Context: an optimization exercise on an open-source flow, tuned for a short achievable clock period and few clock cycles. The choices shown serve that exercise and are no tape-out recipe. At most, simulation tests tie the RTL to the original design; equivalence was not proved. Power figures rest on the tool's default switching activity, not on a simulated workload.

Design cpu, start of the top module:
module cpu
(
   input clk,
   input reset,
   output [15:0] o_pc_addr,
   output o_pc_rd,
   input [15:0] i_pc_rddata,
   output [15:0] o_ldst_addr,
   output o_ldst_rd,
   output o_ldst_wr,
   input [15:0] i_ldst_rddata,
   output [15:0] o_ldst_wrdata,
   output [127:0] o_tb_regs
);
Size: ~4,500 cells after synthesis, ~1,500 flip-flops.
export LEC_CHECK = 0
export ABC_CLOCK_PERIOD_IN_PS = 1000
export CAP_MARGIN = 20
export CORE_MARGIN = 2
export CORE_UTILIZATION = 40
export SETUP_SLACK_MARGIN = 5
export SLEW_MARGIN = 20
create_clock -name core_clock -period 10.0 [get_ports {clk}]
standard.sh (not shown) runs the stock make flow with config.mk's settings and CLKGATE_MAP_FILE= SYNTH_SCRIPT=/design/flow/synth_recipe.tcl, a recipe that flattens the netlist after the stock synthesis.
==> flow/flow/run.sh <==
#!/bin/bash
# Standard ORFS layout, with repair_timing aiming for a larger setup margin.
set -euo pipefail
bash standard.sh SETUP_SLACK_MARGIN=7.0 finish > standard_flow.log 2>&1
Edit:
--- a/flow/design.v
+++ b/flow/design.v
@@ -62,15 +62,14 @@
    logic [15:0] x_a, x_b;         
    logic [10:0] x_hi;             
    logic        x_ah, x_al;       
    logic        x_lk;             
    logic        x_bm;             
    logic [15:0] x_imm;            
    logic        x_sub, x_setf, x_wr, x_ld;
-   logic [7:0]  x_ldoh;           
    logic [2:0]  x_rd;
    logic        x_br, x_breg, x_call, x_ret;
    logic [1:0]  x_cond;           
    logic [15:0] x_jreg, x_pc, x_pc2, x_pred;
    logic        x_eqf;            
    logic        x_ptok;           
    logic        x_z0, x_o1;       
@@ -161,15 +160,16 @@
       if (x_valid & x_wr & (x_rd == rx)) va = sum;
       else if (w_ld & (w_rd == rx)) va = i_ldst_rddata;
       else va = rf[rx];
       if (x_valid & x_wr & (x_rd == ry)) vb = sum;
       else if (w_ld & (w_rd == ry)) vb = i_ldst_rddata;
       else vb = rf[ry];
    end
-   wire stall = d_valid & ~skip & ((use_x & x_ldoh[rx]) | (use_y & x_ldoh[ry]));
+   wire stall = d_valid & x_valid & x_ld & ~skip &
+                ((use_x & (x_rd == rx)) | (use_y & (x_rd == ry)));
    wire go = d_valid & ~stall & ~mp & ~skip;
    wire [15:0] s8 = {{8{instr[15]}}, instr[15:8]};
    logic n_ah, n_al, n_lk, n_bm;
    logic [15:0] n_imm;
    logic n_sub, n_setf, n_wr, n_ld, n_st, n_br, n_breg, n_call, n_ret;
    logic [1:0] n_cond;
    logic [2:0] n_rd;
@@ -253,16 +253,16 @@
       else pco <= pc_next;
    always_ff @(posedge clk) begin
       if (reset) oh <= onehot('0);
       else if (mp) oh <= onehot(actual[BTB_BITS:1]);
       else if (!stall) oh <= oh_pred;
    end
    always_ff @(posedge clk) begin
-      if (!d_hold) d_ir <= i_pc_rddata;
-      if (!stall) begin
+      if (stall) d_ir <= instr;
+      if (!mp & !stall) begin
          d_pc <= pc;
          d_bok <= hit & ~s_ret;
          d_btag <= s_tag;
          d_fall <= ~hit;
       end
       x_ptok <= d_bok & (d_btag == d_pc[15:BTB_BITS+1]);
       x_z0 <= (instr[15:5] == 11'd0);
@@ -275,15 +275,14 @@
       x_lk <= n_lk;
       x_bm <= n_bm;
       x_imm <= n_imm;
       x_sub <= n_sub;
       x_setf <= n_setf;
       x_wr <= n_wr;
       x_ld <= n_ld;
-      x_ldoh <= (go & n_ld) ? (8'd1 << rx) : 8'd0;
       x_rd <= n_rd;
       x_br <= n_br;
       x_breg <= n_breg;
       x_call <= n_call;
       x_ret <= n_ret;
       x_cond <= n_cond;
       x_jreg <= va;
Effect: Sequential share of layout area rises by 0.83 points. Power fell by 15%. Utilization fell by 0.41 points. Die area drops by 0.45%. Synthesized cell count came out lower by 1.5%. Cell count shrinks by 0.68%. Worst setup slack is better by 0.11 ns. Clock-buffer cell count falls by 4.
No run of this note included a check of the RTL's function; only the layout flow was run.

--- another note on this design; it stands on its own ---

==> flow/design.v (excerpt) <==
module cpu
(
   input clk,
   input reset,
   output [15:0] o_pc_addr,
   output o_pc_rd,
   input [15:0] i_pc_rddata,
   output [15:0] o_ldst_addr,
   output o_ldst_rd,
   output o_ldst_wr,
   input [15:0] i_ldst_rddata,
   output [15:0] o_ldst_wrdata,
   output [127:0] o_tb_regs
);
clock: 10.0 ns
lec_check: 0
abc_clock_period_in_ps: 1000
cap_margin: 20
core_margin: 2
core_utilization: 60
setup_slack_margin: 5
slew_margin: 20
standard.sh (not shown) runs the stock make flow with config.mk's settings and CLKGATE_MAP_FILE= SYNTH_SCRIPT=/design/flow/synth_recipe.tcl, a recipe that flattens the netlist after the stock synthesis.
==> flow/flow/run.sh <==
#!/bin/bash
# Standard ORFS layout, with repair_timing aiming for a larger setup margin.
set -euo pipefail
bash standard.sh SETUP_SLACK_MARGIN=7.0 finish > standard_flow.log 2>&1
Testbench counts at the start, summed over its fixed seeds: cycles 85,053.
Change:
Settings changed: CORE_UTILIZATION 60 to 40, CTS_CLUSTER_DIAMETER set to 60, CTS_CLUSTER_SIZE set to 30.
=>
- sequential cell count is unchanged
- count of clock-buffer cells in the layout came out lower by 102
- via count goes down by 3.3%
- wire length came out lower by 0.56%
- final cell count is higher by 8.7%
- die area goes up by 49%
- global-route usage drops by 17 points
Change:
Settings changed: CTS_CLUSTER_DIAMETER 60 to unset, CTS_CLUSTER_SIZE 30 to unset, PLACE_DENSITY_LB_ADDON set to 0.2.
=>
- power goes up by about 8%
- via count goes down by about 0.75%
- count of clock-buffer cells in the layout goes up by 98
- area after synthesis stays the same
- combinational power goes up by about 2%
- routed wire length goes up by about 1.5%
- worst setup slack gets better by 0.15 ns
- clock power goes up by about 25%
- sequential power goes up by about 0.7%
- synthesized cell count stays the same
- global-route usage goes up by 1.0 points
Change:
Settings changed: ABC_CLOCK_PERIOD_IN_PS 1000 to 500, PLACE_DENSITY_LB_ADDON 0.2 to unset.
What happened: Worst hold slack is worse by 0.0072 ns. Area after synthesis does not change. Wire length drops slightly. Power went down by a few percent. Cell count is about the same. Cell area stays flat. Critical path depth does not change. Clock-buffer cell count grows by 9.
Change:
Settings changed: ABC_CLOCK_PERIOD_IN_PS 500 to 1000.
Register-to-register slack hardly moves. Worst setup slack is unchanged. Design area is unchanged. Utilization is unchanged. Total power is unchanged. Maximum frequency stays the same. First-iteration DRC count stays the same. Count of clock-buffer cells in the layout stays the same.

## static timing again, ports no longer ideal
Ports are ideal in the flow. The routed layouts listed here were re-timed in OpenROAD. Step 1, drivers: a clkbuf_16 drives clk and a buf_2 each remaining input, both assumed. Step 2 adds t to the input delays and takes it off the output delays; t is the mean of the earliest and latest rising clock arrival at the registers after step 1. Input paths then give back, and output paths get back, about the clock's delay inside the block. a / b / c = no drivers / after step 1 / after step 2; a / b = the first two.
run | t (ns) | setup slack, ns | worst setup path after step 2 | pins driven straight from the clock port
the first run of note 1 | 0.868 | 6.357 / 6.398 / 5.530 | input to register | 1
the second run of note 1 | 0.875 | 6.469 / 6.384 / 5.663 | input to register | 1
the first run of note 2 | 0.861 | 6.513 / 6.463 / 5.858 | input to register | 1
the second run of note 2 | 0.845 | 6.417 / 6.444 / 5.599 | input to register | 1
the third run of note 2 | 0.879 | 6.566 / 6.486 / 6.012 | input to register | 1
the fourth run of note 2 | 0.891 | 6.576 / 6.492 / 5.930 | input to register | 1
the fifth run of note 2 | 0.891 | 6.576 / 6.492 / 5.930 | input to register | 1
After both steps setup and hold are still met in every run listed. For the first run of note 1, which loses most, drivers alone change the setup slack by +0.041 ns; drivers and shift together by -0.827 ns.
